Background: an optimization exercise with open tools, aiming at small area, a short achievable clock period and few clock cycles. Do not read the settings as production practice. RTL that was checked went through simulation tests only; none was proved equivalent to the original. Only the layout flow was run in runs 4 and 5; the RTL was not checked for function there. No activity file was given, so power comes from the tool's default toggle rates.

File: design/flow/run.sh
#!/bin/bash
# synth_recipe.tcl (not shown) runs the flow's synth.tcl, then flattens the netlist and writes it again
# the make line also repeats each setting of config.mk as NAME=value (left out here)
make -C /OpenROAD-flow-scripts/flow DESIGN_CONFIG=/design/flow/config.mk WORK_HOME=/design/flow/orfs CLKGATE_MAP_FILE= SYNTH_SCRIPT=/design/flow/synth_recipe.tcl finish
File: design/flow/config.mk
export PLATFORM = sky130hd
export DESIGN_NAME = FinalCPU
export DESIGN_NICKNAME = FinalCPU
export VERILOG_FILES = /design/flow/design.v
export SDC_FILE = /design/flow/constraint.sdc
export NUM_CORES = 8
export LEC_CHECK = 0
export CAP_MARGIN = 20
export CORE_MARGIN = 2
export CORE_UTILIZATION = 40
export SLEW_MARGIN = 20
File: design/flow/constraint.sdc
create_clock -name core_clock -period 8.0 [get_ports {clk}]
set_input_delay 1.6000 -clock core_clock [delete_from_list [all_inputs] [get_ports {clk}]]
set_output_delay 1.6000 -clock core_clock [all_outputs]
set_load 0.01 [all_outputs]
File: design/flow/design.v
module Adder (data1, data2, data_out) ;
    output [31:0]data_out;
    input [31:0]data1, data2;
    assign data_out = data1 + data2;
endmodule
module ALU (
    output reg [31:0]data_out,
    output reg zero,
    input [31:0]src_data,
    input [31:0]tar_data,
    input [4:0]shamt,
    input [5:0]funct
);
    always@(*)begin
        case(funct)
            6'b001001:  data_out <= src_data + tar_data;
            6'b001010:  data_out <= src_data - tar_data;
            6'b010010:  data_out <= src_data | tar_data;
            6'b100010:  data_out <= src_data >> shamt;
            default:    data_out <= 32'd0;
        endcase
        zero <= (data_out == 0)? 1'b1 : 1'b0;
    end
endmodule
module ALU_Control (
    output reg [5:0]funct,
    input [5:0]funct_ctrl,
    input [1:0]ALU_OP
);
    always@(*)begin
        if(ALU_OP == 2'b10)begin
            case(funct_ctrl)
                6'b001011:  funct <= 6'b001001;  
                6'b001101:  funct <= 6'b001010;  
                6'b100101:  funct <= 6'b010010;  
                6'b000010:  funct <= 6'b100010;  
                default:    funct <= 6'b000000;
            endcase
        end 
        else if(ALU_OP == 2'b00)begin
            funct <= 6'b001001;
        end
        else if(ALU_OP == 2'b01)begin
            funct <= 6'b001010;
        end
        else begin
            funct <= 0;
        end
    end
endmodule
module Control(
    output reg [1:0]ALU_OP,
    output reg reg_write,
    output reg reg_dst,
    output reg ALU_src,
    output reg mem_write,
    output reg mem_read,
    output reg mem2reg,
    output reg branch,
    output reg jump,
    input [5:0]OP
);
    always@(*)begin
        case(OP)
        6'd0:begin
            ALU_OP <= 2'b10;
            reg_write <= 1;
            reg_dst <= 1;
            ALU_src <= 0;
            mem_write <= 0;
            mem_read <= 0;
            mem2reg <= 0;
            branch <= 0;
            jump <= 0;
        end
        6'b001100:begin
            ALU_OP <= 2'b00;
            reg_write <= 1;
            reg_dst <= 0;
            ALU_src <= 1;
            mem_write <= 0;
            mem_read <= 0;
            mem2reg <= 0;
            branch <= 0;
            jump <= 0;
        end
        6'b001101:begin
            ALU_OP <= 2'b01;
            reg_write <= 1;
            reg_dst <= 0;
            ALU_src <= 1;
            mem_write <= 0;
            mem_read <= 0;
            mem2reg <= 0;
            branch <= 0;
            jump <= 0;
        end
        6'b010000:begin
            ALU_OP <= 2'b00;
            reg_write <= 0;
            reg_dst <= 0;	 
            ALU_src <= 1;
            mem_write <= 1;
            mem_read <= 0;
            mem2reg <= 0;	 
            branch <= 0;
            jump <= 0;
        end
        6'b010001:begin
            ALU_OP <= 2'b00;
            reg_write <= 1;
            reg_dst <= 0;
            ALU_src <= 1;
            mem_write <= 0;
            mem_read <= 1;
            mem2reg <= 1;
            branch <= 0;
            jump <= 0;
        end
        6'b010011:begin
            ALU_OP <= 2'b01;
            reg_write <= 0;
            reg_dst <= 0;	 
            ALU_src <= 0;
            mem_write <= 0;
            mem_read <= 0;
            mem2reg <= 0;	 
            branch <= 1;
            jump <= 0;
        end
        6'b011100:begin
            ALU_OP <= 2'b01;
            reg_write <= 0;
            reg_dst <= 0;	 
            ALU_src <= 0;
            mem_write <= 0;
            mem_read <= 0;
            mem2reg <= 0;	 
            branch <= 0;
            jump <= 1;
        end
        default:begin
            ALU_OP <= 2'b00;
            reg_write <= 0;
            reg_dst <= 0;
            ALU_src <= 0;
            mem_write <= 0;
            mem_read <= 0;
            mem2reg <= 0;
            branch <= 0;
		jump <= 0;
        end
        endcase
    end
endmodule
module DM(
	output [31:0]read_data,
	input [31:0]write_data,
	input [31:0]addr,
	input mem_read,
	input mem_write,
	input clk
);
	reg [7:0]DataMem[0:128 - 1];
	wire [6:0]a0 = addr[6:0];
	wire [6:0]a1 = addr[6:0] + 7'd1;
	wire [6:0]a2 = addr[6:0] + 7'd2;
	wire [6:0]a3 = addr[6:0] + 7'd3;
	assign read_data = {DataMem[a0], DataMem[a1], DataMem[a2], DataMem[a3]};
	always@(posedge clk)begin
		if(mem_write && !mem_read)begin
			DataMem[a0] <= write_data[31:24];
			DataMem[a1] <= write_data[23:16];
			DataMem[a2] <= write_data[15:8];
			DataMem[a3] <= write_data[7:0];
		end
	end
endmodule
module EX_MEM(
    output wb_out,
    output mem_read_out,
    output mem_write_out,
    output mem2reg_out,
    output branch_out,
    output jump_out,
    output [31:0]mem_write_data_out,
    output [31:0]ALU_result_out,
    output [4:0]dst_addr_out,
    input wb_in,
    input mem_read_in,
    input mem_write_in,
    input mem2reg_in,
    input branch_in,
    input jump_in,
    input [31:0]mem_write_data_in,
    input [31:0]ALU_result_in,
    input [4:0]dst_addr_in,
    input clk,
    input rst
);
reg wb, mem_read, mem_write, mem2reg, branch, jump;
reg [31:0]ALU_result, mem_write_data;
reg [4:0]dst_addr;
always @(posedge clk) begin
    if(rst)begin
        wb <= 1'b0;
        mem_read <= 1'b0;
        mem_write <= 1'b0;
        branch <= 1'b0;
        jump <= 1'b0;
    end
    else begin
        wb <= wb_in;
        mem_read <= mem_read_in;
        mem_write <= mem_write_in;
        branch <= branch_in;
        jump <= jump_in;
    end
    mem2reg <= mem2reg_in;
    mem_write_data <= mem_write_data_in;
    ALU_result <= ALU_result_in;
    dst_addr <= dst_addr_in;
end
assign wb_out = wb;
assign mem_read_out = mem_read;
assign mem_write_out = mem_write;
assign mem2reg_out = mem2reg;
assign branch_out = branch;
assign jump_out = jump;
assign mem_write_data_out = mem_write_data;
assign ALU_result_out = ALU_result;
assign dst_addr_out = dst_addr;
endmodule
module Forward(
    output reg [1:0]forward_src,
    output reg [1:0]forward_tar,
    input [4:0]MEM_dst_addr,
    input [4:0]dst_addr,
    input [4:0]EX_src_addr,
    input [4:0]I_dst_addr,
    input MEM_reg_write,
    input reg_write
);
always@(*)begin
    if(MEM_reg_write && (MEM_dst_addr != 0) && (MEM_dst_addr == EX_src_addr))begin
        forward_src <= 2'b10;
    end
    else if(reg_write && (dst_addr != 0) && (dst_addr ==EX_src_addr))begin
        forward_src = 2'b01;
    end
    else forward_src = 0;
    if(MEM_reg_write && (MEM_dst_addr != 0) && (MEM_dst_addr == I_dst_addr))begin
        forward_tar <= 2'b10;
    end
    else if(reg_write && (dst_addr != 0) && (dst_addr ==I_dst_addr))begin
        forward_tar = 2'b01;
    end
    else forward_tar = 0;
end
endmodule
module Hazard_Detection (
    output reg PC_write,
    output reg stall,
    output reg IF_ID_write,
    input [4:0]EX_tar_addr,
    input [4:0]ID_tar_addr,
    input [4:0]ID_src_addr,
    input EX_mem_read
);
    always @(*) begin
        if(EX_mem_read && ((ID_src_addr == EX_tar_addr) || (EX_tar_addr == ID_tar_addr)))begin
            stall <= 1;
            IF_ID_write <= 0;
            PC_write <= 0;
        end
        else begin
            stall <= 0;
            IF_ID_write <= 1;
            PC_write <= 1;
        end
    end
endmodule
module ID_EX(
    output wb_out,
    output ALU_src_out,
    output mem_read_out,
    output mem_write_out,
    output reg_dst_out,
    output mem2reg_out,
    output branch_out,
    output jump_out,
    output [1:0]ALU_OP_out,
    output [31:0]src_data_out,
    output [31:0]R_tar_data_out,
    output [31:0]I_tar_data_out,
    output [4:0]shamt_out,
    output [4:0]R_dst_addr_out,
    output [4:0]I_dst_addr_out,
    output [4:0]src_addr_out,
    output [5:0]funct_ctrl_out,
    input wb_in,
    input ALU_src_in,
    input mem_read_in,
    input mem_write_in,
    input reg_dst_in,
    input mem2reg_in,
    input branch_in,
    input jump_in,
    input [1:0]ALU_OP_in,
    input [31:0]src_data_in,
    input [31:0]R_tar_data_in,
    input [31:0]I_tar_data_in,
    input [4:0]shamt_in,
    input [4:0]R_dst_addr_in,
    input [4:0]I_dst_addr_in,
    input [4:0]src_addr_in,
    input [5:0]funct_ctrl_in,
    input clk,
    input rst
);
reg wb, ALU_src, mem_read, mem_write, reg_dst, mem2reg;
reg branch, jump;
reg [1:0]ALU_OP;
reg [31:0]src_data, R_tar_data, I_tar_data;
reg [4:0]shamt, R_dst_addr, I_dst_addr, src_addr;
reg [5:0]funct_ctrl;
always @(posedge clk) begin
    if(rst)begin
        wb <= 1'b0;
        mem_read <= 1'b0;
        mem_write <= 1'b0;
        branch <= 1'b0;
        jump <= 1'b0;
    end
    else begin
        wb <= wb_in;
        mem_read <= mem_read_in;
        mem_write <= mem_write_in;
        branch <= branch_in;
        jump <= jump_in;
    end
    ALU_src <= ALU_src_in;
    mem2reg <= mem2reg_in;
    reg_dst <= reg_dst_in;
    ALU_OP <= ALU_OP_in;
    src_data <= src_data_in;
    R_tar_data <= R_tar_data_in;
    I_tar_data <= I_tar_data_in;
    src_addr <= src_addr_in;
    shamt <= shamt_in;
    R_dst_addr <= R_dst_addr_in;
    I_dst_addr <= I_dst_addr_in;
    funct_ctrl <= funct_ctrl_in;
end
assign wb_out = wb;
assign ALU_src_out = ALU_src;
assign mem_read_out = mem_read;
assign mem_write_out = mem_write;
assign reg_dst_out = reg_dst;
assign mem2reg_out = mem2reg;
assign branch_out = branch;
assign jump_out = jump;
assign ALU_OP_out = ALU_OP;
assign src_data_out = src_data;
assign R_tar_data_out = R_tar_data;
assign I_tar_data_out = I_tar_data;
assign shamt_out = shamt;
assign R_dst_addr_out = R_dst_addr;
assign I_dst_addr_out = I_dst_addr;
assign src_addr_out = src_addr;
assign funct_ctrl_out = funct_ctrl;
endmodule
module IF_ID(
    output [31:0]instr_out,
    input [31:0]instr_in,
    input IF_ID_write,
    input clk,
    input rst
);
reg [31:0]instr_reg;
always @(posedge clk) begin
    if(rst)begin
        instr_reg <= 32'd0;
    end
    else if(IF_ID_write)begin
        instr_reg <= instr_in;
    end
end
assign instr_out = instr_reg;
endmodule
module MEM_WB(
    output wb_out,
    output mem2reg_out,
    output [31:0]mem_read_data_out,
    output [31:0]ALU_result_out,
    output [4:0]dst_addr_out,
    input wb_in,
    input mem2reg_in,
    input [31:0]mem_read_data_in,
    input [31:0]ALU_result_in,
    input [4:0]dst_addr_in,
    input clk,
    input rst
);
reg wb, mem2reg;
reg [31:0]ALU_result, mem_read_data;
reg [4:0]dst_addr;
always @(posedge clk) begin
    if(rst)begin
        wb <= 1'b0;
    end
    else begin
        wb <= wb_in;
    end
    mem2reg <= mem2reg_in;
    mem_read_data <= mem_read_data_in;
    ALU_result <= ALU_result_in;
    dst_addr <= dst_addr_in;
end
assign wb_out = wb;
assign mem2reg_out = mem2reg;
assign mem_read_data_out = mem_read_data;
assign ALU_result_out = ALU_result;
assign dst_addr_out = dst_addr;
endmodule
module MUX32(
	output reg [31:0]data_out,
	input [31:0]data0,
	input [31:0]data1,
	input select
);
always @(*) begin
	if(select)begin
		data_out <= data1;
	end else begin
		data_out <= data0;
	end
end
endmodule
module MUX32_3(
	output reg [31:0]data_out,
	input [31:0]data0,
	input [31:0]data1,
    input [31:0]data2,
	input [1:0]select
);
always @(*) begin
	case(select)
		0:  data_out <= data0;
		1:  data_out <= data1;
        2:  data_out <= data2;
        default:
            data_out <= 0;
	endcase
end
endmodule
module MUX5(
	output reg [4:0]data_out,
	input [4:0]data0,
	input [4:0]data1,
	input select
);
always @(*) begin
	if(select)begin
		data_out <= data1;
	end else begin
		data_out <= data0;
	end
end
endmodule
module RF(
	output [31:0]src_data,
	output [31:0]tar_data,
	input [4:0]src_addr,
	input [4:0]tar_addr,
	input [4:0]dst_addr,
	input [31:0]dst_data,
	input clk,
	input reg_write
);
	reg [31:0]R[0:32 - 1];
		assign src_data = (src_addr == 5'd0) ? 32'd0 :
			(reg_write && (dst_addr == src_addr)) ? dst_data : R[src_addr];
		assign tar_data = (tar_addr == 5'd0) ? 32'd0 :
			(reg_write && (dst_addr == tar_addr)) ? dst_data : R[tar_addr];
	always@(posedge clk)begin
		if(reg_write && (dst_addr != 5'd0))begin
			R[dst_addr] <= dst_data;
		end
	end
endmodule
module Sign_Extend(
    output reg [31:0]extend_out,
    input [15:0]immediate
);
always @(*) begin
    if(immediate[15] == 0)begin
        extend_out <= {16'd0, immediate};
    end
    else begin
        extend_out <= {16'hFFFF, immediate};
    end
end
endmodule
module Stall_MUX(
    output reg [4:0]src_addr_out,
    output reg [4:0]I_dst_addr_out,
    output reg [1:0]ALU_OP_out,
    output reg reg_write_out,
    output reg reg_dst_out,
    output reg ALU_src_out,
    output reg mem_write_out,
    output reg mem_read_out,
    output reg mem2reg_out,
    output reg branch_out,
    output reg jump_out,
    input [4:0]src_addr_in,
    input [4:0]I_dst_addr_in,
    input [1:0]ALU_OP_in,
    input reg_write_in,
    input reg_dst_in,
    input ALU_src_in,
    input mem_write_in,
    input mem_read_in,
    input mem2reg_in,
    input branch_in,
    input jump_in,
    input stall
);
always@(*)begin
    if(stall)begin
        src_addr_out <= 0;
        I_dst_addr_out <= 0;
        ALU_OP_out <= 0;
        reg_write_out <= 0;
        reg_dst_out <= 0;
        ALU_src_out <= 0;
        mem_write_out <= 0;
        mem_read_out <= 0;
        mem2reg_out <= 0;
        branch_out <= 0;
        jump_out <= 0;
    end
    else begin
        src_addr_out <= src_addr_in;
        I_dst_addr_out <= I_dst_addr_in;
        ALU_OP_out <= ALU_OP_in;
        reg_write_out <= reg_write_in;
        reg_dst_out <= reg_dst_in;
        ALU_src_out <= ALU_src_in;
        mem_write_out <= mem_write_in;
        mem_read_out <= mem_read_in;
        mem2reg_out <= mem2reg_in;
        branch_out <= branch_in;
        jump_out <= jump_in;
    end
end
endmodule
module FinalCPU(
	output	wire	[31:0]	imem_addr,
	output	wire			wb_valid,
	output	wire	[4:0]	wb_addr,
	output	wire	[31:0]	wb_data,
	input	wire	[31:0]	imem_data,
	input	wire			rst,
	input	wire			clk
);
	wire [31:0]IM_OUT, INSTR;
	wire [31:0]ID_SRC_DATA, SRC_DATA, FORWARD_SRC_DATA;
	wire [31:0]ID_R_TAR_DATA, R_TAR_DATA, FORWARD_TAR_DATA;
	wire [31:0]ID_I_TAR_DATA, I_TAR_DATA, TAR_DATA;
	wire [31:0]ALU_OUT, MEM_ALU_OUT, WB_ALU_OUT;
	wire [31:0]MEM_READ_DATA, WB_MEM_READ_DATA;
	wire [31:0]MEM_WRITE_DATA;
	wire [31:0]DST_DATA;
	wire [5:0]FUNCT_CTRL, FUNCT;
	wire [4:0]R_DST_ADDR, I_DST_ADDR, EX_DST_ADDR, MEM_DST_ADDR, DST_ADDR;
	wire [4:0]EX_SRC_ADDR;
	wire [4:0]ID_I_DST_ADDR, ID_SRC_ADDR;
	wire [4:0]SHAMT;
	wire [1:0]CTRL_ALU_OP, ID_ALU_OP, ALU_OP;
	wire [1:0]FORWARD_TAR, FORWARD_SRC;
	wire CTRL_REG_WRITE, ID_REG_WRITE, EX_REG_WRITE, MEM_REG_WRITE, REG_WRITE;
	wire CTRL_REG_DST, ID_REG_DST, REG_DST;
	wire CTRL_ALU_SRC, ID_ALU_SRC, ALU_SRC;
	wire CTRL_MEM_WRITE, ID_MEM_WRITE, EX_MEM_WRITE, MEM_WRITE;
	wire CTRL_MEM_READ, ID_MEM_READ, EX_MEM_READ, MEM_READ;
	wire CTRL_MEM2REG, ID_MEM2REG, EX_MEM2REG, MEM_MEM2REG, MEM2REG;
	wire CTRL_BRANCH, ID_BRANCH, EX_BRANCH, BRANCH;
	wire CTRL_JUMP, ID_JUMP, EX_JUMP, JUMP;
	wire ZERO_FLAG;
	wire STALL, IF_ID_WRITE;
	wire PCWrite;
	wire [31:0]Addr_In, Addr_Out;
	reg [31:0]PC;
	always @(posedge clk) begin
		if(rst)begin
			PC <= 32'd0;
		end
		else if(PCWrite)begin
			PC <= Addr_Out;
		end
	end
	assign Addr_In = PC;
	assign imem_addr = PC;
	assign IM_OUT = imem_data;
	assign wb_valid = REG_WRITE && (DST_ADDR != 5'd0);
	assign wb_addr = DST_ADDR;
	assign wb_data = DST_DATA;
	Adder Address_Adder(
		.data_out(Addr_Out),
		.data1(Addr_In),
		.data2(32'd4)
	);
	IF_ID IF_ID_Register(
		.instr_out(INSTR),
		.instr_in(IM_OUT),
		.IF_ID_write(IF_ID_WRITE),
		.clk(clk),
		.rst(rst)
	);
	Hazard_Detection Hazard_Detection_Unit(
		.PC_write(PCWrite),
		.stall(STALL),
		.IF_ID_write(IF_ID_WRITE),
		.EX_tar_addr(I_DST_ADDR),
		.ID_tar_addr(INSTR[20:16]),
		.ID_src_addr(INSTR[25:21]),
		.EX_mem_read(EX_MEM_READ)
	);
	Control Controller(
		.ALU_OP(CTRL_ALU_OP),
		.reg_write(CTRL_REG_WRITE),
		.reg_dst(CTRL_REG_DST),
		.ALU_src(CTRL_ALU_SRC),
		.mem_write(CTRL_MEM_WRITE),
		.mem_read(CTRL_MEM_READ),
		.mem2reg(CTRL_MEM2REG),
		.branch(CTRL_BRANCH),
		.jump(CTRL_JUMP),
		.OP(INSTR[31:26])
	);
	Stall_MUX Stallation_MUX(
		.src_addr_out(ID_SRC_ADDR),
		.I_dst_addr_out(ID_I_DST_ADDR),
		.ALU_OP_out(ID_ALU_OP),
		.reg_write_out(ID_REG_WRITE),
		.reg_dst_out(ID_REG_DST),
		.ALU_src_out(ID_ALU_SRC),
		.mem_write_out(ID_MEM_WRITE),
		.mem_read_out(ID_MEM_READ),
		.mem2reg_out(ID_MEM2REG),
		.branch_out(ID_BRANCH),
		.jump_out(ID_JUMP),
		.src_addr_in(INSTR[25:21]),
		.I_dst_addr_in(INSTR[20:16]),
		.ALU_OP_in(CTRL_ALU_OP),
		.reg_write_in(CTRL_REG_WRITE),
		.reg_dst_in(CTRL_REG_DST),
		.ALU_src_in(CTRL_ALU_SRC),
		.mem_write_in(CTRL_MEM_WRITE),
		.mem_read_in(CTRL_MEM_READ),
		.mem2reg_in(CTRL_MEM2REG),
		.branch_in(CTRL_BRANCH),
		.jump_in(CTRL_JUMP),
		.stall(STALL)
	);
	RF Register_File(
		.src_data(ID_SRC_DATA),
		.tar_data(ID_R_TAR_DATA),
		.src_addr(INSTR[25:21]),
		.tar_addr(INSTR[20:16]),
		.dst_addr(DST_ADDR),
		.dst_data(DST_DATA),
		.reg_write(REG_WRITE),
		.clk(clk)
	);
	Sign_Extend Sign_Extension(
		.extend_out(ID_I_TAR_DATA),
		.immediate(INSTR[15:0])
	);
	ID_EX ID_EX_Register(
		.wb_out(EX_REG_WRITE),
		.ALU_src_out(ALU_SRC),
		.mem_read_out(EX_MEM_READ),
		.mem_write_out(EX_MEM_WRITE),
		.reg_dst_out(REG_DST),
		.mem2reg_out(EX_MEM2REG),
		.branch_out(EX_BRANCH),
		.jump_out(EX_JUMP),
		.ALU_OP_out(ALU_OP),
		.src_data_out(SRC_DATA),
		.R_tar_data_out(R_TAR_DATA),
		.I_tar_data_out(I_TAR_DATA),
		.shamt_out(SHAMT),
		.R_dst_addr_out(R_DST_ADDR),
		.I_dst_addr_out(I_DST_ADDR),
		.src_addr_out(EX_SRC_ADDR),
		.funct_ctrl_out(FUNCT_CTRL),
		.wb_in(ID_REG_WRITE),
		.ALU_src_in(ID_ALU_SRC),
		.mem_read_in(ID_MEM_READ),
		.mem_write_in(ID_MEM_WRITE),
		.reg_dst_in(ID_REG_DST),
		.mem2reg_in(ID_MEM2REG),
		.branch_in(ID_BRANCH),
		.jump_in(ID_JUMP),
		.ALU_OP_in(ID_ALU_OP),
		.src_data_in(ID_SRC_DATA),
		.R_tar_data_in(ID_R_TAR_DATA),
		.I_tar_data_in(ID_I_TAR_DATA),
		.shamt_in(INSTR[10:6]),
		.R_dst_addr_in(INSTR[15:11]),
		.I_dst_addr_in(ID_I_DST_ADDR),
		.src_addr_in(ID_SRC_ADDR),
		.funct_ctrl_in(INSTR[5:0]),
		.clk(clk),
		.rst(rst)
	);
	Forward Forwarding_Unit(
		.forward_src(FORWARD_SRC),
		.forward_tar(FORWARD_TAR),
		.MEM_dst_addr(MEM_DST_ADDR),
		.dst_addr(DST_ADDR),
		.EX_src_addr(EX_SRC_ADDR),
		.I_dst_addr(I_DST_ADDR),
		.MEM_reg_write(MEM_REG_WRITE),
		.reg_write(REG_WRITE)
	);
	MUX32_3 Forward_SRC_MUX(
		.data_out(FORWARD_SRC_DATA),
		.data0(SRC_DATA),
		.data1(DST_DATA),
		.data2(MEM_ALU_OUT),
		.select(FORWARD_SRC)
	);
	MUX32_3 Forward_TAR_MUX(
		.data_out(FORWARD_TAR_DATA),
		.data0(R_TAR_DATA),
		.data1(DST_DATA),
		.data2(MEM_ALU_OUT),
		.select(FORWARD_TAR)
	);
	ALU_Control ALU_Controller(
		.funct(FUNCT),
		.funct_ctrl(FUNCT_CTRL),
		.ALU_OP(ALU_OP)
	);
	MUX32 ALU_SRC_MUX(
		.data_out(TAR_DATA),
		.data0(FORWARD_TAR_DATA),
		.data1(I_TAR_DATA),
		.select(ALU_SRC)
	);
	ALU ALU_Unit(
		.data_out(ALU_OUT),
		.zero(ZERO_FLAG),
		.src_data(FORWARD_SRC_DATA),
		.tar_data(TAR_DATA),
		.shamt(SHAMT),
		.funct(FUNCT)
	);
	MUX5 Reg_Dst_MUX(
		.data_out(EX_DST_ADDR),
		.data0(I_DST_ADDR),
		.data1(R_DST_ADDR),
		.select(REG_DST)
	);
	EX_MEM EX_MEM_Register(
		.wb_out(MEM_REG_WRITE),
		.mem_read_out(MEM_READ),
		.mem_write_out(MEM_WRITE),
		.mem2reg_out(MEM_MEM2REG),
		.branch_out(BRANCH),
		.jump_out(JUMP),
		.mem_write_data_out(MEM_WRITE_DATA),
		.ALU_result_out(MEM_ALU_OUT),
		.dst_addr_out(MEM_DST_ADDR),
		.wb_in(EX_REG_WRITE),
		.mem_read_in(EX_MEM_READ),
		.mem_write_in(EX_MEM_WRITE),
		.mem2reg_in(EX_MEM2REG),
		.branch_in(EX_BRANCH),
		.jump_in(EX_JUMP),
		.mem_write_data_in(FORWARD_TAR_DATA),
		.ALU_result_in(ALU_OUT),
		.dst_addr_in(EX_DST_ADDR),
		.clk(clk),
		.rst(rst)
	);
	DM Data_Memory(
		.read_data(MEM_READ_DATA),
		.write_data(MEM_WRITE_DATA),
		.addr(MEM_ALU_OUT),
		.mem_read(MEM_READ),
		.mem_write(MEM_WRITE),
		.clk(clk)
	);
	MEM_WB MEM_WB_Register(
		.wb_out(REG_WRITE),
		.mem2reg_out(MEM2REG),
		.mem_read_data_out(WB_MEM_READ_DATA),
		.ALU_result_out(WB_ALU_OUT),
		.dst_addr_out(DST_ADDR),
		.wb_in(MEM_REG_WRITE),
		.mem2reg_in(MEM_MEM2REG),
		.mem_read_data_in(MEM_READ_DATA),
		.ALU_result_in(MEM_ALU_OUT),
		.dst_addr_in(MEM_DST_ADDR),
		.clk(clk),
		.rst(rst)
	);
	MUX32 Dst_Data_MUX(
		.data_out(DST_DATA),
		.data0(WB_ALU_OUT),
		.data1(WB_MEM_READ_DATA),
		.select(MEM2REG)
	);
endmodule
==> notes.md, run 1 <==
status=finished clean; initial antenna violation count=115; Setup Skew=0.0999 ns; ratio of cells with drive above 1 in the final layout=24.4%; Sw Share=46.7%; Finished Core Util=44.2%; post-synthesis cell count=14000; async set-reset flop share out of synthesis=0%; # port buffers=101; #FFs+latches synth=2352; Hold Crit Endpoint=ID_EX_Register.I_tar_data[30]; setup bufs post-CTS=0; Top cell by count, worst path=o21ai_0; grt ovf=0; top cell type's share of synthesized area=38.0%; most frequent cells in the layout=2048 x edfxtp_1, 1909 x nand2_1, 1831 x o21ai_0, 1718 x mux4_2, 925 x mux2i_1; commonest non-fill, non-tap cell in the layout=edfxtp_1; Max stage delay cell, worst path=dfxtp_1; Slew @ Worst Pin=1.43 ns; Synth cell types=85; Data arrival, critical path=8.27 ns; post-DP HPWL=482 mm; I/O pin cnt=104; area growth from synthesis to layout=10.0%; CP required=8.96 ns; Detailed Routing Iterations Pass 1=10; CTS tree=built; Final Hold Vio Count=0; Hold Buf Count CTS=0; H-tree depth=5; Gate power share=52.6%; chip height=640 um; sequential element share of the synthesized area=41.7%; max frequency=137 MHz; power per cell area=347 nW/um2; syn_area_per_cell=11.6 um2; Register-to-Register Path Depth=23; area of the core=403000 um2; initial core utilization=40.2%; largest registers=Data_Memory.DataMem x1024, Register_File.R x1024; RSZ-0062 raised after global routing=no; max-cap violation count=0; Clk pwr share=21.3%; final count of negative-setup-slack endpoints=0; Synth area leaders=edfxtp_1 38%, mux4_2 24%, mux2i_1 5.7%, o21ai_0 5.7%, nand2_1 4.5%; crit path kind=flop to flop; first-pass GRT wire length=1040 mm; EDFF count, synth=2048; final WL=763 mm; largest net degree at the start of global routing=111; die width=640 um; final period utilization=91.4%; cell taking the most area after synthesis=edfxtp_1; # clock sinks=2352; clock buffer depth=4; synthesized area=162000 um2; P_leak=58.0 nW; Reg clk slew, reported paths=0.06 ns; VDD IR max=557 uV; crit-path cells=xnor2_1, nand4_1, nor2_4, buf_4, mux2i_1, o21ai_0, o21ai_0, ha_1, nand2_1, nand4b_1, o21ai_0, xnor2_1, ha_1, a21o_1, a221o_1, a21oi_1, o31ai_1, o31ai_1, o21ai_0, a21oi_1, o21ai_0, a2111o_1, nand3_1; Via density=7.21; Avg WL per Cell=39.9 um; die area=410000 um2; CP Launch Type=flop; Reg power frac=26.1%; layout net count=13500; Cell Int Power=32.9 mW; via count=138000; First DRT Iteration DRCs=27000; setup TNS=0 ns; crit path capture type=flop; worst-skew pair later-pin latency=1.04 ns; worst reg2reg setup slack=0.69 ns; max_slew headroom=1.64%; post-CTS sizing=0; root buf cell=clkbuf_16; Most used DFF post-synth=edfxtp_1; number of remaining DRC errors=0; largest fanout on the critical path=14; vias in the first global route=124000; Critical R2R Capture=EX_MEM_Register.ALU_result[28]; fillcell total=36700; Total GRT Usage=36.2%; net switching power=28.8 mW; hold depth=0; Max Slew Vio Count=0; worst hold start=IF_ID_Register.instr_reg[15]; CP peak stage delay=0.66 ns; Rows=233; min-delay worst type=flop to flop; GPL Wtd Cong=1.06; total CTS buffers=278; worst r2r src=MEM_WB_Register.dst_addr[3]; fin crit period=7.31 ns; post-route antenna net violation count=0; Ys Warns=17
-- critical path, delay by kind of cell (launching register included) --
family                     cells  cell delay [ns]
xor gates and xnor gates       2             0.32
AOI/OAI and AO/OA             12             3.63
DFF                            1             0.66
and+or+nand+nor                5             1.47
muxes                          1             0.24
adders and majority gates      2             0.63
buffers and inverters          1             0.32
-- cell usage after synthesis (48+ instances only) --
cell / instances
a211oi_1: 60
a21oi_1: 511
a221o_1: 61
a221oi_1: 48
buf_1: 237
clkbuf_1: 1155
dfxtp_1: 304
edfxtp_1: 2048
mux2_2: 575
mux2i_1: 928
mux4_2: 1718
nand2_1: 1921
nand3_1: 839
nand3b_1: 60
nor2_1: 809
nor3_1: 63
o21ai_0: 1838
o22ai_1: 112
xnor2_1: 87
xor2_1: 60
-- cell type report --
class	instances	area (um2)	share of cell area [%]
clock buffers	343	7370	4.14
flip-flops and latches	2352	67800	38.0
multi-input cells	10200	89600	50.3
inverters	46	190	0.107
well taps	5405	6760	3.80
repair buffers	529	4680	2.63
diodes	83	208	0.117
clock inverters	161	1620	0.911
-- routing by layer --
layer	part of all wire (%)	vias to the layer above	global-route usage [%]
li1	-	53400	-
met1	34	67800	44.4
met2	41	13200	50.1
met3	16	3426	15.9
met4	9.0	74	26.4
met5	0.11	-	0.756
-- worst max-delay path by stage --
stage	startpoint	to	slack, ns	depth (start not counted)
after floorplan	MEM_WB_Register.dst_addr[1]	EX_MEM_Register.ALU_result[27]	1.53	26
after global placement	MEM_WB_Register.dst_addr[3]	EX_MEM_Register.ALU_result[28]	0.86	23
after detailed placement	MEM_WB_Register.dst_addr[2]	EX_MEM_Register.ALU_result[28]	0.86	23
after CTS	MEM_WB_Register.dst_addr[2]	EX_MEM_Register.ALU_result[28]	0.84	23
after global routing	MEM_WB_Register.dst_addr[3]	EX_MEM_Register.ALU_result[28]	0.17	23
final	MEM_WB_Register.dst_addr[3]	EX_MEM_Register.ALU_result[28]	0.69	23
-- cells by family (layout without fill, tap and decap cells) --
group                    after synthesis  in the layout  share of synthesized area (%)
AO/OA/AOI/OAI                       2840           2840                           9.66
XOR/XNOR                             147            147                          0.795
adder cells (fa/ha/maj)               42             42                          0.329
buffers and inverters               1480           1079                           3.47
flip-flops                          2352           2352                           41.7
multiplexers                        3221           3221                           33.6
other                                  1            117                        0.00232
AND/OR/NAND/NOR                     3925           3925                           10.4
-- through the flow --
step	instances	hold slack (ns)	instance area, um2	total power, mW	setup WS (ns)
after global routing	19100	0.325	178000	61.3	0.167
after global placement	18500	0.312	169000	45.7	0.860
after floorplan	14000	0.310	162000	32.3	1.53
after detailed placement	18500	0.322	169000	45.8	0.855
final	19100	0.309	178000	61.7	0.691
after CTS	19000	0.303	178000	58.7	0.840
-- power by group through the flow --
stage	clock (mW)	combinational, mW	sequential (mW)
6_report	13.1	32.5	16.1
5_1_grt	13.5	31.7	16.1
3_3_place_gp	0	29.5	16.3
2_1_floorplan	0	17.1	15.2
4_1_cts	13.1	29.6	16.0
3_5_place_dp	0	29.5	16.3
Testbench counts, summed over its fixed seeds: cycles 4,759.
==> run 2, diff against run 1 <==
==> design/flow/design.v (replaced) <==
module DM(
	output [31:0] read_data,
	input  [31:0] write_data,
	input  [6:0]  base,
	input  [6:0]  off0,
	input  [6:0]  off1,
	input  [6:0]  off2,
	input  [6:0]  off3,
	input         mem_write,
	input         clk
);
	wire [6:0] a0 = base + off0;
	wire [6:0] a1 = base + off1;
	wire [6:0] a2 = base + off2;
	wire [6:0] a3 = base + off3;	 
	wire [1:0] o = a3[1:0];
	wire [7:0] q0, q1, q2, q3;
	reg [31:0] rd;
	reg [7:0] d0, d1, d2, d3;
	always @(*) begin
		case (o)
			2'd0: rd = {q0, q1, q2, q3};
			2'd1: rd = {q1, q2, q3, q0};
			2'd2: rd = {q2, q3, q0, q1};
			default: rd = {q3, q0, q1, q2};
		endcase
		case (o)
			2'd0: {d0, d1, d2, d3} = write_data;
			2'd1: {d1, d2, d3, d0} = write_data;
			2'd2: {d2, d3, d0, d1} = write_data;
			default: {d3, d0, d1, d2} = write_data;
		endcase
	end
	assign read_data = rd;
	DM_Bank b0(.q(q0), .row(a0[6:2]), .d(d0), .we(mem_write), .clk(clk));
	DM_Bank b1(.q(q1), .row(a1[6:2]), .d(d1), .we(mem_write), .clk(clk));
	DM_Bank b2(.q(q2), .row(a2[6:2]), .d(d2), .we(mem_write), .clk(clk));
	DM_Bank b3(.q(q3), .row(a3[6:2]), .d(d3), .we(mem_write), .clk(clk));
endmodule
module DM_Bank(
	output [7:0] q,
	input  [4:0] row,
	input  [7:0] d,
	input        we,
	input        clk
);
	reg [7:0] M [0:31];
	integer i;
	always @(posedge clk) begin
		for (i = 0; i < 32; i = i + 1)
			if (we && row == i) M[i] <= d;
	end
	reg [7:0] r;
	always @(*) begin
		r = 8'd0;
		for (i = 0; i < 32; i = i + 1)
			r = r | ({8{row == i}} & M[i]);
	end
	assign q = r;
endmodule
module RF(
	output [31:0] src_data,
	output [31:0] tar_data,
	input  [4:0]  src_addr,
	input  [4:0]  tar_addr,
	input  [4:0]  dst_addr,
	input  [31:0] dst_data,
	input         reg_write,	 
	input         clk
);
	reg [31:0] R [1:31];
	integer i;
	always @(posedge clk) begin
		for (i = 1; i < 32; i = i + 1)
			if (reg_write && dst_addr == i) R[i] <= dst_data;
	end
	wire byp_s = reg_write && (dst_addr == src_addr);
	wire byp_t = reg_write && (dst_addr == tar_addr);
	reg [31:0] s, t;
	always @(*) begin
		s = {32{byp_s}} & dst_data;
		t = {32{byp_t}} & dst_data;
		for (i = 1; i < 32; i = i + 1) begin
			s = s | ({32{!byp_s && src_addr == i}} & R[i]);
			t = t | ({32{!byp_t && tar_addr == i}} & R[i]);
		end
	end
	assign src_data = s;
	assign tar_data = t;
endmodule
module FinalCPU(
	output	wire	[31:0]	imem_addr,
	output	wire			wb_valid,
	output	wire	[4:0]	wb_addr,
	output	wire	[31:0]	wb_data,
	input	wire	[31:0]	imem_data,
	input	wire			rst,
	input	wire			clk
);
	reg [29:0] pc;
	always @(posedge clk) begin
		if (rst) pc <= 30'd0;
		else     pc <= pc + 30'd1;
	end
	assign imem_addr = {pc, 2'b00};
	reg [31:0] ir;
	reg        d_valid;
	always @(posedge clk) begin
		ir      <= imem_data;
		d_valid <= !rst;
	end
	wire [5:0] op    = ir[31:26];
	wire [4:0] rs    = ir[25:21];
	wire [4:0] rt    = ir[20:16];
	wire [4:0] rd    = ir[15:11];
	wire [4:0] shamt = ir[10:6];
	wire [5:0] fn    = ir[5:0];
	wire [15:0] imm  = ir[15:0];
	wire is_r    = (op == 6'h00);
	wire is_addi = (op == 6'h0C);
	wire is_subi = (op == 6'h0D);
	wire is_sw   = (op == 6'h10);
	wire is_lw   = (op == 6'h11);
	wire f_add = is_r && (fn == 6'h0B);
	wire f_sub = is_r && (fn == 6'h0D);
	wire f_or  = is_r && (fn == 6'h25);
	wire f_srl = is_r && (fn == 6'h02);
	wire [4:0] d_dst = is_r ? rd : rt;
	wire d_wen = d_valid && (is_r || is_addi || is_subi || is_lw) && (d_dst != 5'd0);
	wire d_use_rt = is_r || is_sw;
	reg [31:0] e_a, e_b;
	reg        e_fa, e_fb;
	reg [4:0]  e_shamt;
	reg [6:0]  e_off0, e_off1, e_off2, e_off3;
	reg        e_addsub, e_sub, e_or, e_srl, e_ld;
	reg        e_wen, e_sw;
	reg [4:0]  e_dst;
	reg        w_wen;
	reg [4:0]  w_dst;
	reg [31:0] w_data;
	wire [31:0] rs_val, rt_val;
	RF Register_File(
		.src_data(rs_val),
		.tar_data(rt_val),
		.src_addr(rs),
		.tar_addr(rt),
		.dst_addr(w_dst),
		.dst_data(w_data),
		.reg_write(w_wen),
		.clk(clk)
	);
	always @(posedge clk) begin
		e_a     <= rs_val;
		e_b     <= d_use_rt ? rt_val : {{16{imm[15]}}, imm};
		e_fa    <= e_wen && (e_dst == rs);
		e_fb    <= d_use_rt && e_wen && (e_dst == rt);
		e_shamt <= shamt;
		e_off0  <= imm[6:0] + 7'd3;
		e_off1  <= imm[6:0] + 7'd2;
		e_off2  <= imm[6:0] + 7'd1;
		e_off3  <= imm[6:0];
		e_addsub <= f_add || f_sub || is_addi || is_subi;
		e_sub   <= f_sub || is_subi;
		e_or    <= f_or;
		e_srl   <= f_srl;
		e_ld    <= is_lw;
		e_dst   <= d_dst;
		if (rst) begin
			e_wen <= 1'b0;
			e_sw  <= 1'b0;
		end
		else begin
			e_wen <= d_wen;
			e_sw  <= d_valid && is_sw;
		end
	end
	wire [31:0] a = e_fa ? w_data : e_a;
	wire [31:0] b = e_fb ? w_data : e_b;
	wire [32:0] sum_c = {a, 1'b1} + {b ^ {32{e_sub}}, e_sub};
	wire [31:0] sum = sum_c[32:1];
	wire [31:0] orv = a | b;
	wire [31:0] srl = a >> e_shamt;
	wire [31:0] ld;
	DM Data_Memory(
		.read_data(ld),
		.write_data(b),
		.base(a[6:0]),
		.off0(e_off0),
		.off1(e_off1),
		.off2(e_off2),
		.off3(e_off3),
		.mem_write(e_sw),
		.clk(clk)
	);
	wire [31:0] result = ({32{e_addsub}} & sum) | ({32{e_or}} & orv) |
	                     ({32{e_srl}} & srl) | ({32{e_ld}} & ld);
	always @(posedge clk) begin
		w_data <= result;
		w_dst  <= e_dst;
		if (rst) w_wen <= 1'b0;
		else     w_wen <= e_wen;
	end
	assign wb_valid = w_wen;
	assign wb_addr  = w_dst;
	assign wb_data  = w_data;
endmodule
--- a/design/flow/config.mk
+++ b/design/flow/config.mk
@@ -7,5 +7,7 @@
 export LEC_CHECK = 0
+export ABC_CLOCK_PERIOD_IN_PS = 3000
 export CAP_MARGIN = 20
 export CORE_MARGIN = 2
-export CORE_UTILIZATION = 40
+export CORE_UTILIZATION = 60
+export SETUP_SLACK_MARGIN = 5
 export SLEW_MARGIN = 20
==> notes.md, run 2 <==
synthesized area=96200 um2; async set-reset flop share out of synthesis=0%; initial core utilization=60.6%; post-DP HPWL=244 mm; # clock sinks=2225; total CTS buffers=215; synth cell count leaders=2016 x edfxtp_1, 750 x a22oi_1, 470 x nand2_1; grt ovf=3; Most used DFF post-synth=edfxtp_1; GPL Wtd Cong=1.02; status=aborted with a tool error; die width=404 um; syn_area_per_cell=13.8 um2; #FFs+latches synth=2225; I/O pin cnt=104; stop err=[ERROR GRT-0232] Routing congestion too high. Check the congestion heatmap in the GUI.; root buf cell=clkbuf_16; cell taking the most area after synthesis=edfxtp_1; post-synthesis cell count=6951; top cell type's share of synthesized area=62.9%; Rows=146; H-tree depth=4; # port buffers=101; sequential element share of the synthesized area=67.3%; Total GRT Usage=70.0%; Synth area leaders=edfxtp_1 63%, a22oi_1 5.9%, dfxtp_1 4.3%, a221oi_1 2.4%, a22o_1 1.9%; Synth cell types=105; Ys Warns=6; Hold Buf Count CTS=0; EDFF count, synth=2016; chip height=404 um; Fail Step=global routing (5_1_grt); top-count cell post-synth=edfxtp_1; clock buffer depth=3; largest net degree at the start of global routing=45
[run 2: changes by cell type after synthesis, sizes merged, moves of 355 or more]
cell    before  now
o21ai     1841  151
mux4      1718   47
nand2     1921  470
clkbuf    1155  361
mux2i      928  180
a22oi        6  750
nand3      839  272
mux2       575   80
nor2       809  379
a21oi      511  156
[run 2: cells by family after synthesis]
family / share of synthesized area, %
AOI/OAI and AO/OA: 16.1
xor gates and xnor gates: 1.47
adders and majority gates: 0.788
buffers and inverters: 2.12
DFF: 67.3
muxes: 3.93
other: 0.00390
and+or+nand+nor: 8.34
[run 2: worst max-delay path by stage]
stage	startpoint	depth (start not counted)	to
after floorplan	w_data[0]	17	w_data[6]
after global placement	e_fa	15	w_data[25]
after detailed placement	e_fa	13	w_data[0]
after CTS	e_fa	13	w_data[6]
[run 2: layer usage]
metal	overflow	GRT usage, %
met1	1	74.3
met2	1	85.3
met3	0	53.6
met5	0	32.7
met4	1	62.3
[run 2: power groups by stage]
stage          sequential [mW]  combinational, mW  clock, mW
3_5_place_dp              13.7               6.92          0
3_3_place_gp              13.7               6.87          0
2_1_floorplan             13.6               4.16          0
4_1_cts                   13.4               9.96       10.5
[run 2: what timing repair did]
item	in CTS
cloned	115
resized for setup	1728
setup endpoints to repair	2212
buffers inserted	847
pin swaps	379
[run 2: stage by stage]
| stage | cell area [um2] | worst slack [ns] | cells | util (%) | hold WS, ns |
|---|---|---|---|---|---|
| after floorplan | 98200 | 3.90 | 6952 | - | 0.329 |
| after global placement | 102000 | 1.87 | 8884 | 64.3 | 0.374 |
| after detailed placement | 102000 | 1.76 | 8885 | 64.4 | 0.374 |
| after CTS | 127000 | 3.72 | 10300 | 80.0 | 0.374 |
Testbench counts of run 2, summed over its fixed seeds: cycles 4,616.
==> run 3, diff against run 2 <==
--- a/design/flow/config.mk
+++ b/design/flow/config.mk
@@ -7,7 +7,5 @@
 export LEC_CHECK = 0
-export ABC_CLOCK_PERIOD_IN_PS = 3000
 export CAP_MARGIN = 20
 export CORE_MARGIN = 2
-export CORE_UTILIZATION = 60
-export SETUP_SLACK_MARGIN = 5
+export CORE_UTILIZATION = 40
 export SLEW_MARGIN = 20
==> notes.md, run 3 <==
status=finished clean; commonest non-fill, non-tap cell in the layout=edfxtp_1; area growth from synthesis to layout=14.7%; First DRT Iteration DRCs=14900; EDFF count, synth=2016; Avg WL per Cell=39.3 um; post-synthesis compound-gate area fraction=16.1%; Ys Warns=6; Final Hold Vio Count=0; Max Slew Vio Count=0; #FFs+latches synth=2225; post-route antenna net violation count=0; Detailed Routing Iterations Pass 1=10; layout net count=7192; Finished Core Util=46.0%; post-DP HPWL=242 mm; fin crit period=6.28 ns; CP Launch Type=flop; worst r2r src=w_data[5]; power per cell area=286 nW/um2; final period utilization=78.5%; Rows=180; post-CTS sizing=0; Hold Buf Count CTS=0; top cell type's share of synthesized area=62.9%; xor-xnor portion of the synthesized cell area=1.47%; largest fanout on the critical path=38; Biggest register=Register_File.R; max_slew headroom=14.4%; Critical R2R Capture=w_data[25]; worst-skew pair later-pin latency=0.92 ns; fillcell total=21000; async set-reset flop share out of synthesis=0%; routed length on met1=144 mm; Sequential Area=64700 um2; Multi-input gate area=30500 um2; Largest register FFs=992; sequential element share of the synthesized area=67.3%; synth cell count leaders=2016 x edfxtp_1, 750 x a22oi_1, 470 x nand2_1; initial antenna violation count=23; largest net degree at the start of global routing=61; worst hold start=e_dst[1]; hold depth=0; Reg clk slew, reported paths=0.06 ns; setup TNS=0 ns; crit path capture type=flop; Area after DPL=103000 um2; max-cap violation count=0; Total GRT Usage=32.7%; # port buffers=101; GPL Wtd Cong=1.02; synthesized area=96200 um2; final instance area=110000 um2; met2 WL=177 mm; top-count cell post-synth=edfxtp_1; simple-gate share of the synthesized area=8.34%; area of the core=240000 um2; CTS tree=built; Met3 Wirelength=60.7 mm; most frequent cells in the layout=2016 x edfxtp_1, 750 x a22oi_1, 464 x nand2_1, 277 x nor2_1, 277 x buf_4; Via density=7.10; chip height=494 um; Slew @ Worst Pin=1.27 ns; Adder-Cell Fraction of Synth Area=0.788%; Register-to-Register Path Depth=13; final count of negative-setup-slack endpoints=0; first-pass GRT wire length=563 mm; max frequency=159 MHz; post-synthesis cell count=6951; Hold Crit Endpoint=w_dst[1]; CP required=8.75 ns; total CTS buffers=224; worst hold margin=0.393 ns; clock buffer depth=3; VDD IR max=192 uV; I/O pin cnt=104; largest family of logic cells by synthesized area=compound AO/OA/AOI/OAI gates; Synth cell types=105; syn_area_per_cell=13.8 um2; final WL=413 mm; setup bufs post-CTS=0; min-delay worst type=flop to flop; initial core utilization=40.1%; Data arrival, critical path=7.03 ns; number of remaining DRC errors=0; grt ovf=0; die width=494 um; worst reg2reg setup slack=1.72 ns; ratio of cells with drive above 1 in the final layout=13.2%; crit path kind=flop to flop; Worst Setup SP=w_data[5]; vias in the first global route=70200; mux contribution to synthesized area=3.93%; P_leak=35.7 nW; die area=245000 um2; Setup Skew=0.0707 ns; H-tree depth=4; via count=74400; Synth area leaders=edfxtp_1 63%, a22oi_1 5.9%, dfxtp_1 4.3%, a221oi_1 2.4%, a22o_1 1.9%; RSZ-0062 raised after global routing=no; root buf cell=clkbuf_16; # clock sinks=2225; Max Used Layer=met5; cell taking the most area after synthesis=edfxtp_1; Most used DFF post-synth=edfxtp_1
run 3: cell counts after synthesis:
Identical to the previous run, type by type.
run 3: logic make-up after synthesis:
| family | after synthesis |
|---|---|
| buffers and inverters | 523 |
| AND/OR/NAND/NOR | 1659 |
| other | 1 |
| adder cells (fa/ha/maj) | 60 |
| XOR/XNOR | 151 |
| flip-flops | 2225 |
| AO/OA/AOI/OAI | 2025 |
| multiplexers | 307 |
run 3: critical path, stage by stage, from the launching register on:
cell	delay, ns
dfxtp_1	0.29
buf_4	0.24
mux2_2	0.46
ha_1	0.95
mux2i_1	0.71
or3_2	0.83
nor4_1	0.31
a221oi_1	0.33
o2111ai_1	0.26
nor4_1	0.95
buf_4	0.27
a2bb2oi_1	0.08
a22o_1	0.19
a211o_1	0.23
run 3: worst max-delay path by stage:
stage | endpoint | cells after the start | slack [ns]
final | w_data[25] | 13 | 1.72
after global routing | w_data[6] | 12 | 1.72
after detailed placement | w_data[19] | 17 | 1.73
after CTS | w_data[11] | 17 | 1.70
after floorplan | w_data[6] | 17 | 2.81
after global placement | w_data[11] | 17 | 1.94
run 3: area by class of cell:
| cell class | instances | area share [%] |
|---|---|---|
| diodes | 11 | 0.0249 |
| clock inverters | 144 | 1.70 |
| multi-input cells | 4204 | 27.7 |
| well taps | 3185 | 3.61 |
| clock buffers | 276 | 5.31 |
| flip-flops and latches | 2225 | 58.6 |
| repair buffers | 383 | 2.87 |
| inverters | 60 | 0.204 |
run 3: power by group:
part	internal, mW	switching [mW]
combinational	1.89	5.16
clock	6.35	4.80
sequential	13.3	0.104
run 3: metrics by stage:
step                      worst slack (ns)  power, mW  std cells
final                                 1.72       31.6      10500
after global routing                  1.72       32.3      10500
after CTS                             1.70       31.3      10500
after detailed placement              1.73       20.4      10100
after global placement                1.94       20.4      10100
after floorplan                       2.81       17.3       6952
run 3: routing by layer:
metal  GRT usage (%)  vias to the layer above
met1            41.3                    36700
met4            19.1                       24
met5           0.176                        -
li1                -                    28800
met2            48.3                     7013
met3            11.5                     1933
==> run 4, diff against run 3 <==
--- a/design/flow/design.v
+++ b/design/flow/design.v
@@ -11,7 +11,3 @@
 );
-	wire [6:0] a0 = base + off0;
-	wire [6:0] a1 = base + off1;
-	wire [6:0] a2 = base + off2;
-	wire [6:0] a3 = base + off3;	 
-	wire [1:0] o = a3[1:0];
+	wire [1:0] o = base[1:0] + off3[1:0];	 
 	wire [7:0] q0, q1, q2, q3;
@@ -34,6 +30,6 @@
 	assign read_data = rd;
-	DM_Bank b0(.q(q0), .row(a0[6:2]), .d(d0), .we(mem_write), .clk(clk));
-	DM_Bank b1(.q(q1), .row(a1[6:2]), .d(d1), .we(mem_write), .clk(clk));
-	DM_Bank b2(.q(q2), .row(a2[6:2]), .d(d2), .we(mem_write), .clk(clk));
-	DM_Bank b3(.q(q3), .row(a3[6:2]), .d(d3), .we(mem_write), .clk(clk));
+	DM_Bank b0(.q(q0), .base(base), .off(off0), .d(d0), .we(mem_write), .clk(clk));
+	DM_Bank b1(.q(q1), .base(base), .off(off1), .d(d1), .we(mem_write), .clk(clk));
+	DM_Bank b2(.q(q2), .base(base), .off(off2), .d(d2), .we(mem_write), .clk(clk));
+	DM_Bank b3(.q(q3), .base(base), .off(off3), .d(d3), .we(mem_write), .clk(clk));
 endmodule
@@ -41,3 +37,4 @@
 	output [7:0] q,
-	input  [4:0] row,
+	input  [6:0] base,	 
+	input  [6:0] off,	 
 	input  [7:0] d,
@@ -46,7 +43,42 @@
 );
+	wire [4:0] u = base[6:2];
+	wire [4:0] v = off[6:2];
+	wire [4:0] p = u ^ v;
+	wire [4:0] g = u & v;
+	wire c = (base[1] & off[1]) | ((base[1] ^ off[1]) & base[0] & off[0]);
+	wire [4:0] t0a, t0b, t1a, t1b;
+	assign t0a[0] = ~(p[0] ^ c);
+	assign t1a[0] =  (p[0] ^ c);
+	assign t0b[0] = t0a[0];
+	assign t1b[0] = t1a[0];
+	genvar j;
+	generate
+		for (j = 1; j < 5; j = j + 1) begin : bits
+			wire ca = g[j-1] | p[j-1];	 
+			wire cb = g[j-1];		 
+			assign t0a[j] = ~(p[j] ^ ca);
+			assign t1a[j] =  (p[j] ^ ca);
+			assign t0b[j] = ~(p[j] ^ cb);
+			assign t1b[j] =  (p[j] ^ cb);
+		end
+	endgenerate
+	reg [31:0] sel;
+	integer k, i;
+	reg m;
+	always @(*) begin
+		for (k = 0; k < 32; k = k + 1) begin
+			m = 1'b1;
+			for (i = 0; i < 5; i = i + 1) begin
+				if (i == 0 || !k[i-1])
+					m = m & (k[i] ? t1a[i] : t0a[i]);
+				else
+					m = m & (k[i] ? t1b[i] : t0b[i]);
+			end
+			sel[k] = m;
+		end
+	end
 	reg [7:0] M [0:31];
-	integer i;
 	always @(posedge clk) begin
 		for (i = 0; i < 32; i = i + 1)
-			if (we && row == i) M[i] <= d;
+			if (we && sel[i]) M[i] <= d;
 	end
@@ -56,3 +88,3 @@
 		for (i = 0; i < 32; i = i + 1)
-			r = r | ({8{row == i}} & M[i]);
+			r = r | ({8{sel[i]}} & M[i]);
 	end
@@ -80,11 +112,11 @@
 	always @(*) begin
-		s = {32{byp_s}} & dst_data;
-		t = {32{byp_t}} & dst_data;
+		s = 32'd0;
+		t = 32'd0;
 		for (i = 1; i < 32; i = i + 1) begin
-			s = s | ({32{!byp_s && src_addr == i}} & R[i]);
-			t = t | ({32{!byp_t && tar_addr == i}} & R[i]);
-		end
-	end
-	assign src_data = s;
-	assign tar_data = t;
+			s = s | ({32{src_addr == i}} & R[i]);
+			t = t | ({32{tar_addr == i}} & R[i]);
+		end
+	end
+	assign src_data = byp_s ? dst_data : s;
+	assign tar_data = byp_t ? dst_data : t;
 endmodule
@@ -105,8 +137,4 @@
 	assign imem_addr = {pc, 2'b00};
-	reg [31:0] ir;
-	reg        d_valid;
-	always @(posedge clk) begin
-		ir      <= imem_data;
-		d_valid <= !rst;
-	end
+	wire [31:0] ir = imem_data;
+	wire        d_valid = !rst;
 	wire [5:0] op    = ir[31:26];
--- a/design/flow/config.mk
+++ b/design/flow/config.mk
@@ -9,3 +9,5 @@
 export CORE_MARGIN = 2
-export CORE_UTILIZATION = 40
+export CORE_UTILIZATION = 45
+export SETUP_SLACK_MARGIN = 5
 export SLEW_MARGIN = 20
+export TNS_END_PERCENT = 0
==> notes.md, run 4 <==
Cell Int Power=20.9 mW; Gate power share=22.2%; worst-skew pair later-pin latency=0.90 ns; grt ovf=0; Final Hold Vio Count=0; root buf cell=clkbuf_16; max_slew headroom=17.5%; Rows=167; min-delay worst type=flop to flop; syn_area_per_cell=14.4 um2; post-synthesis cell count=6493; max frequency=223 MHz; cell taking the most area after synthesis=edfxtp_1; EDFF count, synth=2016; ratio of cells with drive above 1 in the final layout=20.3%; crit path kind=input port to flop; H-tree depth=4; GPL Wtd Cong=0.997; Setup Skew=0.0477 ns; Avg WL per Cell=41.8 um; VDD IR max=211 uV; Slew @ Worst Pin=1.23 ns; final WL=413 mm; fin crit period=4.48 ns; area growth from synthesis to layout=19.4%; area of the core=207000 um2; sequential element share of the synthesized area=68.6%; layout net count=7080; total CTS buffers=219; synthesized area=93400 um2; worst reg2reg setup slack=3.73 ns; # port buffers=101; Finished Core Util=53.9%; most frequent cells in the layout=2016 x edfxtp_1, 576 x a22oi_1, 453 x buf_4, 299 x a22o_1, 295 x a221oi_1; setup TNS=0 ns; clock buffer depth=3; via count=74000; worst hold margin=0.400 ns; CP Launch Type=input port; First DRT Iteration DRCs=17100; async set-reset flop share out of synthesis=0%; synth cell count leaders=2016 x edfxtp_1, 588 x a22oi_1, 405 x nor2_1; worst hold start=e_dst[0]; Sw Share=30.6%; die area=211000 um2; Inst Count DP=9214; chip height=460 um; Post-Layout Cell Count=9878; top cell type's share of synthesized area=64.8%; Reg clk slew, reported paths=0.06 ns; #FFs+latches synth=2192; status=finished clean; Data arrival, critical path=5.18 ns; Total GRT Usage=38.0%; Clk pwr share=34.1%; hold depth=0; P_leak=36.4 nW; Reg power frac=43.7%; power per cell area=271 nW/um2; final period utilization=56.0%; crit path capture type=flop; net switching power=9.24 mW; max-cap violation count=0; largest fanout on the critical path=24; Ys Warns=6; # clock sinks=2192; Most used DFF post-synth=edfxtp_1; post-DP HPWL=245 mm; CP required=8.70 ns; worst r2r src=e_fa; largest net degree at the start of global routing=65; vias in the first global route=69100; top-count cell post-synth=edfxtp_1; Synth area leaders=edfxtp_1 65%, a22oi_1 4.7%, dfxtp_1 3.8%, a221oi_1 2.9%, a22o_1 2.8%; initial antenna violation count=32; Largest register FFs=992; Hold Crit Endpoint=w_dst[0]; first-pass GRT wire length=558 mm; Hold Buf Count CTS=0; Max Slew Vio Count=0; final count of negative-setup-slack endpoints=0; crit-path cells=clkdlybuf4s50_1, or3b_2, nor2_4, buf_6, a221oi_1, nand4_1, nor3_1, a21oi_1; number of remaining DRC errors=0; post-route antenna net violation count=0; I/O pin cnt=104; Detailed Routing Iterations Pass 1=15; commonest non-fill, non-tap cell in the layout=edfxtp_1; die width=460 um; Critical R2R Capture=w_data[10]; Max stage delay cell, worst path=clkdlybuf4s50_1; Synth cell types=99; CTS tree=built; Register-to-Register Path Depth=18; initial core utilization=45.2%; CP peak stage delay=0.73 ns; Via density=7.49; RSZ-0062 raised after global routing=yes; fillcell total=16600; Biggest register=Register_File.R
==> run 4: changes by cell type after synthesis, moves of 43 or more <==
cell,delta
nor4_1,-43
nor3_1,+47
nand2_1,-208
a22o_1,+98
and3_1,+52
a222oi_1,+49
a22oi_1,-162
==> run 4: worst max path at each step <==
stage               cells past startpoint  slack (ns)     startpoint    endpoint
floorplan                              15        4.43           e_fa  w_data[30]
finish                                  8        3.52  imem_data[24]     e_a[19]
global placement                       12        2.02           e_fa  w_data[31]
CTS                                    18        3.84           e_fa  w_data[21]
global route                           15        3.68           e_fa  w_data[11]
detailed placement                     11        2.38  imem_data[17]     e_b[10]
==> run 4: critical path: cells and delay by family <==
kind | cells | cell delay, ns
compound gates | 2 | 0.86
buf+inv | 2 | 1.28
simple gates | 4 | 1.38
==> run 4: layout make-up <==
type,instances,area (um2),share of cell area [%]
timing repair buffer,637,5870,5.27
inverter,59,240,0.216
tap,2704,3380,3.04
multi-input combinational,3862,30800,27.6
antenna,12,30.0,0.0269
clock inverter,152,1260,1.13
sequential,2192,64100,57.5
clock buffer,260,5800,5.20
==> run 4: logic make-up (layout without fill, tap and decap cells) <==
group | after synthesis | in the layout | synth area share (%)
AOI/OAI and AO/OA | 1900 | 1900 | 16.1
xor gates and xnor gates | 175 | 175 | 1.89
adders and majority gates | 75 | 75 | 1.00
buffers and inverters | 442 | 1108 | 1.88
DFF | 2192 | 2192 | 68.6
muxes | 220 | 220 | 2.64
other | 1 | 14 | 0.00402
and+or+nand+nor | 1488 | 1490 | 7.84
==> run 4: what timing repair did <==
item | 4_1_cts | 5_1_grt
cloned | 4 | 2
pin swaps | 86 | 53
setup endpoints to repair | 2213 | 2355
buffers inserted | 163 | 60
gates resized for setup | 304 | 90
==> run 4: metrics by stage <==
step | total power, mW | instance area (um2) | setup slack, ns
global route | 30.7 | 111000 | 3.68
detailed placement | 18.7 | 100000 | 2.38
finish | 30.2 | 111000 | 3.52
floorplan | 16.3 | 93900 | 4.43
CTS | 29.5 | 110000 | 3.84
global placement | 18.7 | 100000 | 2.02
==> run 4: power groups by stage <==
stage	logic [mW]	registers, mW	clock network, mW
floorplan	2.92	13.4	0
global placement	5.27	13.4	0
detailed placement	5.32	13.4	0
CTS	6.06	13.2	10.3
global route	6.85	13.2	10.7
finish	6.70	13.2	10.3
==> run 4: metal layers <==
| layer | wire length (um) | share of wire (%) | vias up | GRT usage, % |
|---|---|---|---|---|
| li1 | - | - | 27900 | - |
| met1 | 147000 | 36 | 36400 | 51.2 |
| met2 | 164000 | 40 | 7750 | 51.8 |
| met3 | 72200 | 17 | 1914 | 16.7 |
| met4 | 28900 | 7.0 | 40 | 19.5 |
| met5 | 547 | 0.13 | - | 0.344 |
==> run 5, diff against run 4 <==
--- a/design/flow/config.mk
+++ b/design/flow/config.mk
@@ -7,5 +7,6 @@
 export LEC_CHECK = 0
+export ABC_CLOCK_PERIOD_IN_PS = 2500
 export CAP_MARGIN = 20
 export CORE_MARGIN = 2
-export CORE_UTILIZATION = 45
+export CORE_UTILIZATION = 50
 export SETUP_SLACK_MARGIN = 5
==> notes.md, run 5 <==
setup TNS=0 ns; cell taking the most area after synthesis=edfxtp_1; final count of negative-setup-slack endpoints=0; I/O pin cnt=104; ratio of cells with drive above 1 in the final layout=18.9%; area growth from synthesis to layout=18.3%; layout net count=7003; hold depth=0; RSZ-0062 raised after global routing=yes; sequential element share of the synthesized area=68.6%; Post-Layout Cell Count=9586; root buf cell=clkbuf_16; #FFs+latches synth=2192; worst-skew pair later-pin latency=0.93 ns; final WL=410 mm; Biggest register=Register_File.R; status=finished clean; Via density=7.65; Setup Skew=0.0395 ns; worst r2r src=w_data[3]; Largest register FFs=992; Data arrival, critical path=5.33 ns; most frequent cells in the layout=2016 x edfxtp_1, 580 x a22oi_1, 381 x buf_4, 302 x a221oi_1, 300 x a22o_1; via count=73300; initial core utilization=50.4%; GR Util met2=57.4%; worst reg2reg setup slack=3.58 ns; max_slew headroom=14.3%; post-route antenna net violation count=0; fillcell total=14300; final instance area=110000 um2; crit path kind=input port to flop; largest fanout on the critical path=17; Most used DFF post-synth=edfxtp_1; largest net degree at the start of global routing=65; post-DP HPWL=246 mm; Slew @ Worst Pin=1.29 ns; met3 Use GR=17.0%; synthesized area=93400 um2; Synth area leaders=edfxtp_1 65%, a22oi_1 4.7%, dfxtp_1 3.8%, a221oi_1 2.9%, a22o_1 2.8%; clock buffer depth=3; Reg clk slew, reported paths=0.06 ns; worst hold start=e_dst[2]; Total GRT Usage=41.9%; CP peak stage delay=1.06 ns; # port buffers=101; Rows=158; top-count cell post-synth=edfxtp_1; CTS tree=built; CP required=8.81 ns; H-tree depth=4; final period utilization=56.4%; Inst Count DP=8958; P_leak=35.9 nW; power per cell area=274 nW/um2; VDD IR max=218 uV; Final Total Pwr=30.2 mW; crit path capture type=flop; Area after DPL=99600 um2; Ys Warns=6; min-delay worst type=flop to flop; Critical R2R Capture=w_data[30]; number of remaining DRC errors=0; first-pass GRT wire length=554 mm; die area=190000 um2; total CTS buffers=218; max frequency=222 MHz; Hold Crit Endpoint=w_dst[2]; final setup margin=3.49 ns; Synth cell types=99; EDFF count, synth=2016; top cell type's share of synthesized area=64.8%; grt ovf=0; Final Hold Vio Count=0; post-synthesis cell count=6493; crit-path cells=clkdlybuf4s50_1, nand3b_1, nor2_4, buf_4, a22o_1, a221oi_1, nand4_1, nor3_1, a21oi_1; GRT Max-Usage Layer=met1; vias in the first global route=67500; Post-Place Worst Slack=2.05 ns; async set-reset flop share out of synthesis=0%; chip height=436 um; Worst Setup SP=imem_data[25]; area of the core=185000 um2; syn_area_per_cell=14.4 um2; synth cell count leaders=2016 x edfxtp_1, 588 x a22oi_1, 405 x nor2_1; # clock sinks=2192; initial antenna violation count=27; First DRT Iteration DRCs=16800; GPL Wtd Cong=0.992; Avg WL per Cell=42.7 um; max-cap violation count=0; CP Launch Type=input port; Max Slew Vio Count=0; die width=436 um; Hold Buf Count CTS=0; fin crit period=4.51 ns; GR Util met1=58.0%; Register-to-Register Path Depth=14; commonest non-fill, non-tap cell in the layout=edfxtp_1; Detailed Routing Iterations Pass 1=14; Max stage delay cell, worst path=nor2_4
==> run 5: cell count changes in the layout (fill, tap and decap cells not counted), moves of 8 or more <==
cell,change
buf_4,-72
clkbuf_1,+23
clkinv_1,-22
clkinv_2,-17
diode_2,+14
mux2i_1,+11
mux2i_2,-8
nor2_1,-12
nor2_2,+8
==> run 5: per-layer routing <==
layer	up-vias	wire (um)
li1	27800	-
met1	36100	149000
met3	1828	69900
met4	12	26600
met5	-	217
met2	7569	164000
==> run 5: logic make-up after synthesis <==
group	after synthesis	share of synthesized area, %
other	1	0.00402
AOI/OAI and AO/OA	1900	16.1
adders and majority gates	75	1.00
and+or+nand+nor	1488	7.84
buffers and inverters	442	1.88
DFF	2192	68.6
muxes	220	2.64
xor gates and xnor gates	175	1.89
==> run 5: report_power, final <==
part / internal [mW] / leakage [nW] / switching, mW
clock network: 5.88 / 3.49 / 4.59
registers: 13.1 / 19.6 / 0.0643
logic: 2.08 / 12.9 / 4.55
==> run 5: cell type report <==
| type | instances | area, um2 | share of cell area (%) |
|---|---|---|---|
| clock buffer | 287 | 5970 | 5.41 |
| inverter | 59 | 233 | 0.211 |
| clock inverter | 119 | 1240 | 1.12 |
| multi-input combinational | 3862 | 30500 | 27.6 |
| sequential | 2192 | 64100 | 58.0 |
| tap | 2480 | 3100 | 2.81 |
| timing repair buffer | 561 | 5280 | 4.78 |
| antenna | 26 | 65.1 | 0.0589 |
==> run 5: what timing repair did <==
item,CTS,global route
setup buffers,139,39
endpoints found under the setup margin,2255,2616
pin swaps,72,40
resized for setup,245,97
hold endpoints to repair,0,0
cloned,4,0
==> run 5: worst max-delay path: cells and delay by family <==
family          cells  cell delay, ns
simple gates        4            1.84
buf+inv             2            1.41
compound gates      3            0.44
==> run 5: worst max path at each step <==
stage	end	slack, ns
4_1_cts	w_data[20]	3.80
2_1_floorplan	w_data[30]	4.43
3_5_place_dp	w_data[21]	2.05
5_1_grt	w_data[30]	3.60
3_3_place_gp	w_data[21]	2.13
6_report	e_a[12]	3.49
==> run 5: through the flow <==
| stage | utilization (%) | hold slack, ns |
|---|---|---|
| 3_5_place_dp | 53.7 | 0.380 |
| 4_1_cts | 59.0 | 0.393 |
| 2_1_floorplan | - | 0.373 |
| 6_report | 59.6 | 0.390 |
| 5_1_grt | 59.5 | 0.404 |
| 3_3_place_gp | 53.6 | 0.382 |

==> static timing again, ports no longer ideal <==
No port has a modelled driver above. Below, the same layouts with a new extraction and two added sets of constraints. Step 1 sets driving cells, clkbuf_16 on the clock port and buf_2 on the other inputs (assumed; they add their load-dependent delay and slew). Step 2 also shifts input and output timing later by t, the mid clock arrival at the registers, as if the neighbouring blocks saw the same clock. Three values: no drivers, after step 1, after step 2; two values: the first two.
| run | shift t [ns] | setup WS [ns] | worst setup path after step 2 | worst data-port slew with drivers (ns) |
|---|---|---|---|---|
| run 1 | 1.109 | 0.691 / 0.691 / 0.691 | register to register | 0.07 |
| run 3 | 0.988 | 1.719 / 1.719 / 1.719 | register to register | 0.08 |
| run 4 | 0.992 | 3.524 / 3.590 / 2.597 | input to register | 0.14 |
| run 5 | 0.994 | 3.488 / 3.517 / 2.523 | input to register | 0.14 |
After both steps setup and hold are still met in every run listed. For run 5, which loses most, drivers alone change the setup slack by +0.029 ns; drivers and shift together by -0.965 ns.
